This design comes from an exercise in tuning for small area, a short achievable clock period and few clock cycles on the open sky130 flow, not from production work. Only simulation tests tie the RTL to the original design; equivalence was not proved.

==> build 26 <==
==> flow/design.v (excerpt) <==
module Viterbi(
		input wire clock,
		input wire reset,
		input wire enable,
		input wire [1:0] Vinput,
		output reg outputValid,
		output reg Voutput
    );
	parameter N = 96;
	reg [64*N-1:0] preState;      
	reg [8*64-1:0] stateMetric;   
	reg [7:0] inputCounter;
	reg [4*64-1:0] encOut;        
	reg [N - 1:0] decoded;
	reg [5:0] min;
	integer i, k;
	reg [7:0] bm0 [0:63];
	reg [7:0] bm1 [0:63];
	reg [7:0] pathA [0:63];   
	reg [7:0] pathB [0:63];   
	reg [63:0] sel;
	reg [7:0] best [0:63];
	reg [5:0] minNext;
	reg [7:0] minMetric;
	always @*
	begin
		for(i = 0; i < 64; i = i + 1)
		begin
			bm0[i] = (encOut[i*4+1] ^ Vinput[1]) + (encOut[i*4+0] ^ Vinput[0]);
			bm1[i] = (encOut[i*4+3] ^ Vinput[1]) + (encOut[i*4+2] ^ Vinput[0]);
			pathA[i] = bm1[i] + stateMetric[((i + 64)/2)*8 +: 8];
			pathB[i] = bm0[i] + stateMetric[(i/2)*8 +: 8];
			sel[i] = (pathA[i] <= pathB[i]);
			best[i] = sel[i] ? pathA[i] : pathB[i];
		end
		minNext = min;
		minMetric = stateMetric[min*8 +: 8];
		for(i = 0; i < 64; i = i + 1)
			if(best[i] < minMetric)
			begin
				minNext = i;
				minMetric = stateMetric[i*8 +: 8];
			end
	end
	reg [5:0] tbState [0:N];
	reg [N - 1:0] tbBits;
	always @*
	begin
		tbState[N] = min;
		for(k = N - 1; k >= 0; k = k - 1)
		begin
			tbBits[k] = tbState[k+1][0];
			tbState[k] = {preState[k*64 + tbState[k+1]], tbState[k+1][5:1]};
		end
	end
	always@(posedge clock)
	begin
		if(reset)
		begin
			inputCounter <= 'd0;
			outputValid <= 'd0;
			min <= 0;
			encOut <= {4'b1100, 4'b0011, 4'b1001, 4'b0110, 4'b0011, 4'b1100, 4'b0110, 4'b1001,
			           4'b0011, 4'b1100, 4'b0110, 4'b1001, 4'b1100, 4'b0011, 4'b1001, 4'b0110,
			           4'b1100, 4'b0011, 4'b1001, 4'b0110, 4'b0011, 4'b1100, 4'b0110, 4'b1001,
			           4'b0011, 4'b1100, 4'b0110, 4'b1001, 4'b1100, 4'b0011, 4'b1001, 4'b0110,
  ...
==> module Viterbi, before the edit <==
module Viterbi(
		input wire clock,
		input wire reset,
		input wire enable,
		input wire [1:0] Vinput,
		output reg outputValid,
		output reg Voutput
    );
	parameter N = 96;
	reg [64*N-1:0] preState;      
	reg [8*64-1:0] stateMetric;   
	reg [7:0] inputCounter;
	reg [4*64-1:0] encOut;        
	reg [N - 1:0] decoded;
	reg [5:0] min;
	integer i, k;
	reg [7:0] bm0 [0:63];
	reg [7:0] bm1 [0:63];
	reg [7:0] pathA [0:63];   
	reg [7:0] pathB [0:63];   
	reg [63:0] sel;
	reg [7:0] best [0:63];
	reg [5:0] minNext;
	reg [7:0] minMetric;
	always @*
	begin
		for(i = 0; i < 64; i = i + 1)
		begin
			bm0[i] = (encOut[i*4+1] ^ Vinput[1]) + (encOut[i*4+0] ^ Vinput[0]);
			bm1[i] = (encOut[i*4+3] ^ Vinput[1]) + (encOut[i*4+2] ^ Vinput[0]);
			pathA[i] = bm1[i] + stateMetric[((i + 64)/2)*8 +: 8];
			pathB[i] = bm0[i] + stateMetric[(i/2)*8 +: 8];
			sel[i] = (pathA[i] <= pathB[i]);
			best[i] = sel[i] ? pathA[i] : pathB[i];
		end
		minNext = min;
		minMetric = stateMetric[min*8 +: 8];
		for(i = 0; i < 64; i = i + 1)
			if(best[i] < minMetric)
			begin
				minNext = i;
				minMetric = stateMetric[i*8 +: 8];
			end
	end
	reg [5:0] tbState [0:N];
	reg [N - 1:0] tbBits;
	always @*
	begin
		tbState[N] = min;
		for(k = N - 1; k >= 0; k = k - 1)
		begin
			tbBits[k] = tbState[k+1][0];
			tbState[k] = {preState[k*64 + tbState[k+1]], tbState[k+1][5:1]};
		end
	end
	always@(posedge clock)
	begin
		if(reset)
		begin
			inputCounter <= 'd0;
			outputValid <= 'd0;
			min <= 0;
			encOut <= {4'b1100, 4'b0011, 4'b1001, 4'b0110, 4'b0011, 4'b1100, 4'b0110, 4'b1001,
			           4'b0011, 4'b1100, 4'b0110, 4'b1001, 4'b1100, 4'b0011, 4'b1001, 4'b0110,
			           4'b1100, 4'b0011, 4'b1001, 4'b0110, 4'b0011, 4'b1100, 4'b0110, 4'b1001,
			           4'b0011, 4'b1100, 4'b0110, 4'b1001, 4'b1100, 4'b0011, 4'b1001, 4'b0110,
			           4'b0110, 4'b1001, 4'b0011, 4'b1100, 4'b1001, 4'b0110, 4'b1100, 4'b0011,
			           4'b1001, 4'b0110, 4'b1100, 4'b0011, 4'b0110, 4'b1001, 4'b0011, 4'b1100,
			           4'b0110, 4'b1001, 4'b0011, 4'b1100, 4'b1001, 4'b0110, 4'b1100, 4'b0011,
			           4'b1001, 4'b0110, 4'b1100, 4'b0011, 4'b0110, 4'b1001, 4'b0011, 4'b1100};   
		end
		else if(enable)
		begin
			if(inputCounter < 2 * N + 2)
				inputCounter <= inputCounter + 1;
			if(inputCounter < 6)
			begin
				for(k = 0; k < 6; k = k + 1)
					if(inputCounter == k)
						preState[k*64 +: 64] <= preState[k*64 +: 64] & ~((64'd2 << k) - 64'd1);
				for(i = 0; i < 64; i = i + 1)
				begin
					if(i < (2 << inputCounter))
					begin
						if(inputCounter == 0)
							stateMetric[i*8 +: 8] <= bm0[i];
						else
							stateMetric[i*8 +: 8] <= pathB[i];
					end
				end
			end
			else if(inputCounter < N)
			begin
				for(k = 6; k < N; k = k + 1)
					if(inputCounter == k)
						preState[k*64 +: 64] <= sel;
				for(i = 0; i < 64; i = i + 1)
					stateMetric[i*8 +: 8] <= best[i];
				min <= minNext;
			end
			else if(inputCounter == N)  
			begin
				decoded <= tbBits;
			end
			else if(inputCounter < 2 * N + 1)
			begin
				outputValid <= 1;
				Voutput <= decoded[inputCounter - N - 1];
			end
			else
				outputValid <= 0;
		end
	end
endmodule
==> flow/config.mk <==
export PLATFORM = sky130hd
export DESIGN_NAME = Viterbi
export DESIGN_NICKNAME = Viterbi
export VERILOG_FILES = /design/flow/design.v
export SDC_FILE = /design/flow/constraint.sdc
export NUM_CORES = 4
export LEC_CHECK = 0
export CAP_MARGIN = 20
export CORE_MARGIN = 2
export CORE_UTILIZATION = 30
export PLACE_DENSITY = 0.5
export SLEW_MARGIN = 20
==> flow/constraint.sdc <==
create_clock -name core_clock -period 500.0 [get_ports {clock}]
set_input_delay 100.0000 -clock core_clock [delete_from_list [all_inputs] [get_ports {clock}]]
set_output_delay 100.0000 -clock core_clock [all_outputs]
set_load 0.01 [all_outputs]
run.sh (not shown) runs the stock make flow with config.mk's settings and CLKGATE_MAP_FILE= SYNTH_SCRIPT=/design/flow/synth_recipe.tcl, a recipe that flattens the netlist after the stock synthesis.
==> build 76: changes against build 26 <==
==> flow/design.v (replaced) <==
`timescale 1ns / 1ps
module Viterbi(
		input wire clock,
		input wire reset,
		input wire enable,
		input wire [1:0] Vinput,
		output reg outputValid,
		output reg Voutput
    );
	parameter N = 96;
	localparam NC = N - 6;        
	localparam [63:0] LAB = {2'd3,2'd2,2'd0,2'd1,2'd0,2'd1,2'd3,2'd2,
	                         2'd3,2'd2,2'd0,2'd1,2'd0,2'd1,2'd3,2'd2,
	                         2'd1,2'd0,2'd2,2'd3,2'd2,2'd3,2'd1,2'd0,
	                         2'd1,2'd0,2'd2,2'd3,2'd2,2'd3,2'd1,2'd0};  
	reg rst_q, en_q;
	reg [1:0] vin_q;
	always @(posedge clock)
	begin
		rst_q <= reset;
		en_q <= enable;
		vin_q <= Vinput;
	end
	reg [7:0] cnt;                
	reg [5*64-1:0] sm;            
	reg [5:0] min;
	reg [64*NC-1:0] surv;         
	wire step = en_q & (cnt < N);
	wire full = (cnt >= 6);       
	integer i, j, k;
	reg [1:0] bmL [0:3];
	reg [4:0] D, Do;
	reg [1:0] x, y;
	reg s0, s1;
	reg [63:0] sel;
	reg [4:0] best [0:63];
	reg [4:0] base0, base1;
	always @*
	begin
		for(i = 0; i < 4; i = i + 1)
			bmL[i] = (i[1] ^ vin_q[1]) + (i[0] ^ vin_q[0]);
		for(j = 0; j < 32; j = j + 1)
		begin
			x = bmL[LAB[2*j +: 2]];
			y = 2'd2 - x;
			D = sm[(j+32)*5 +: 5] - sm[j*5 +: 5];
			Do = D ^ 5'b10000;
			case(x)
				2'd0: begin s0 = (Do <= 5'd14); s1 = (Do <= 5'd18); end
				2'd1: begin s0 = (Do <= 5'd16); s1 = s0; end
				default: begin s0 = (Do <= 5'd18); s1 = (Do <= 5'd14); end
			endcase
			s0 = s0 & full;
			s1 = s1 & full;
			sel[2*j] = s0;
			sel[2*j+1] = s1;
			base0 = s0 ? sm[(j+32)*5 +: 5] : sm[j*5 +: 5];
			base1 = s1 ? sm[(j+32)*5 +: 5] : sm[j*5 +: 5];
			best[2*j] = base0 + (s0 ? y : x);
			best[2*j+1] = base1 + (s1 ? x : y);
		end
	end
	reg [4:0] M;
	reg [4:0] dM;
	reg [63:0] lt;
	reg [5:0] minNext;
	always @*
	begin
		M = sm[min*5 +: 5];
		for(i = 0; i < 64; i = i + 1)
		begin
			dM = best[i] - M;
			lt[i] = dM[4];
			if(lt[i])
				M = sm[i*5 +: 5];
		end
	end
	reg [63:0] any1;
	reg [5:0] idx1 [0:63];
	always @*
	begin
		for(i = 0; i < 64; i = i + 1)
		begin
			any1[i] = lt[i];
			idx1[i] = 6'd0;
		end
		for(k = 1; k < 64; k = k * 2)
			for(i = 0; i < 64; i = i + 2*k)
			begin
				idx1[i] = any1[i+k] ? (idx1[i+k] | k) : idx1[i];
				any1[i] = any1[i] | any1[i+k];
			end
		minNext = any1[0] ? idx1[0] : min;
	end
	reg [5:0] S;
	reg [N-1:0] tb;
	reg [63:0] col;
	reg [31:0] h5;
	reg [15:0] h4;
	reg [7:0] h3;
	reg [3:0] h2;
	reg [1:0] h1;
	always @*
	begin
		S = min;
		for(i = 0; i < 6; i = i + 1)
			tb[N-1-i] = min[i];
		for(k = N - 1; k >= 6; k = k - 1)
		begin
			col = surv[(k-6)*64 +: 64];
			for(i = 0; i < 32; i = i + 1) h5[i] = S[0] ? col[2*i+1] : col[2*i];
			for(i = 0; i < 16; i = i + 1) h4[i] = S[1] ? h5[2*i+1] : h5[2*i];
			for(i = 0; i < 8; i = i + 1) h3[i] = S[2] ? h4[2*i+1] : h4[2*i];
			for(i = 0; i < 4; i = i + 1) h2[i] = S[3] ? h3[2*i+1] : h3[2*i];
			for(i = 0; i < 2; i = i + 1) h1[i] = S[4] ? h2[2*i+1] : h2[2*i];
			tb[k-6] = S[5] ? h1[1] : h1[0];
			S = {tb[k-6], S[5:1]};
		end
	end
	always @(posedge clock)
	begin
		if(step)
		begin
			for(i = 0; i < 64; i = i + 1)
				sm[i*5 +: 5] <= best[i];
			if(full)
			begin
				surv <= {sel, surv[64*NC-1:64]};
				min <= minNext;
			end
		end
		if(rst_q)
		begin
			cnt <= 8'd0;
			min <= 6'd0;
			sm[4:0] <= 5'd0;      
		end
		else if(step || (cnt >= N && cnt < 2 * N + 1))
			cnt <= cnt + 8'd1;
	end
	wire [7:0] oidx = cnt - 8'd96;
	always @(posedge clock)
	begin
		if(reset || rst_q)
			outputValid <= 1'b0;
		else
			outputValid <= (cnt >= N) && (cnt < 2 * N);
		Voutput <= tb[oidx[6:0]];
	end
endmodule
==> comparison table <==
Outcome: build 26 finished clean; build 76 finished clean
Sequential element share of the synthesized area: build 26 59.8%; build 76 66.0%
Post-DP HPWL: build 26 789000 um; build 76 478000 um
Starting utilization of the core area: build 26 30.1%; build 76 30.1%
Post-route minimum period: build 26 238.98 ns; build 76 118.22 ns
Path depth of the worst reg2reg path: build 26 568; build 76 474
Worst stage delay on the critical path: build 26 0.92 ns; build 76 0.84 ns
Reg-to-reg critical path endpoint: build 26 min[1]; build 76 min[2]
Routed metal-1 wirelength: build 26 537000 um; build 76 315000 um
Final weighted congestion in routability-driven placement: build 26 0.941; build 76 0.892
GRT Overall Usage: build 26 22.6%; build 76 14.6%
Min setup slack post-route: build 26 261.02 ns; build 76 381.78 ns
Net Count, Synth: build 26 25166; build 76 15768
Sink count of the clock tree: build 26 6384; build 76 6100
Post-Synthesis Mean Instance Area: build 26 13.3 um2; build 76 18.1 um2
Element type at the critical path start: build 26 input port; build 76 flop
Number of ordinary and repair buffers in the finished layout: build 26 725; build 76 321
Per-cell via count in the routed design: build 26 5.49; build 76 5.00
Instance count after placement with tap cells included: build 26 37464; build 76 27221
Number of buffers added by the clock tree synthesis step: build 26 720; build 76 696
Vias after detailed routing: build 26 213152; build 76 142252
Placed cell areas: build 26 0.339 mm2; build 76 0.289 mm2
Count of placed standard cells in the final layout, fillers left out: build 26 38839; build 76 28454
Testbench counts of build 26, summed over its fixed seeds: cycles 24,704.
Testbench counts of build 76, summed over its fixed seeds: cycles 24,704.

[re-timing with driven ports]
No port has a modelled driver above. Below, the same layouts with a new extraction and two added sets of constraints. Step 1: set_driving_cell puts a clkbuf_16 on clock and a buf_2 on each other input, an assumption about the parent block. Step 2 adds t to the input delays and takes it off the output delays; t is the mean of the earliest and latest rising clock arrival at the registers after step 1. Input paths then give back, and output paths get back, about the clock's delay inside the block. Three values: no drivers, after step 1, after step 2; two values: the first two.
| run | shift t [ns] | slack for setup (ns) | hold WS [ns] | latest minus earliest clock arrival (ns) |
|---|---|---|---|---|
| build 26 | 1.241 | 261.018 / 260.809 / 259.568 | 0.585 / 0.585 / 0.585 | 0.123 / 0.123 |
| build 76 | 1.170 | 381.784 / 381.784 / 381.784 | 0.359 / 0.359 / 0.359 | 0.126 / 0.127 |
After both steps every run listed still meets setup and hold. For build 26, which loses most, drivers alone change the setup slack by -0.209 ns; drivers and shift together by -1.450 ns.
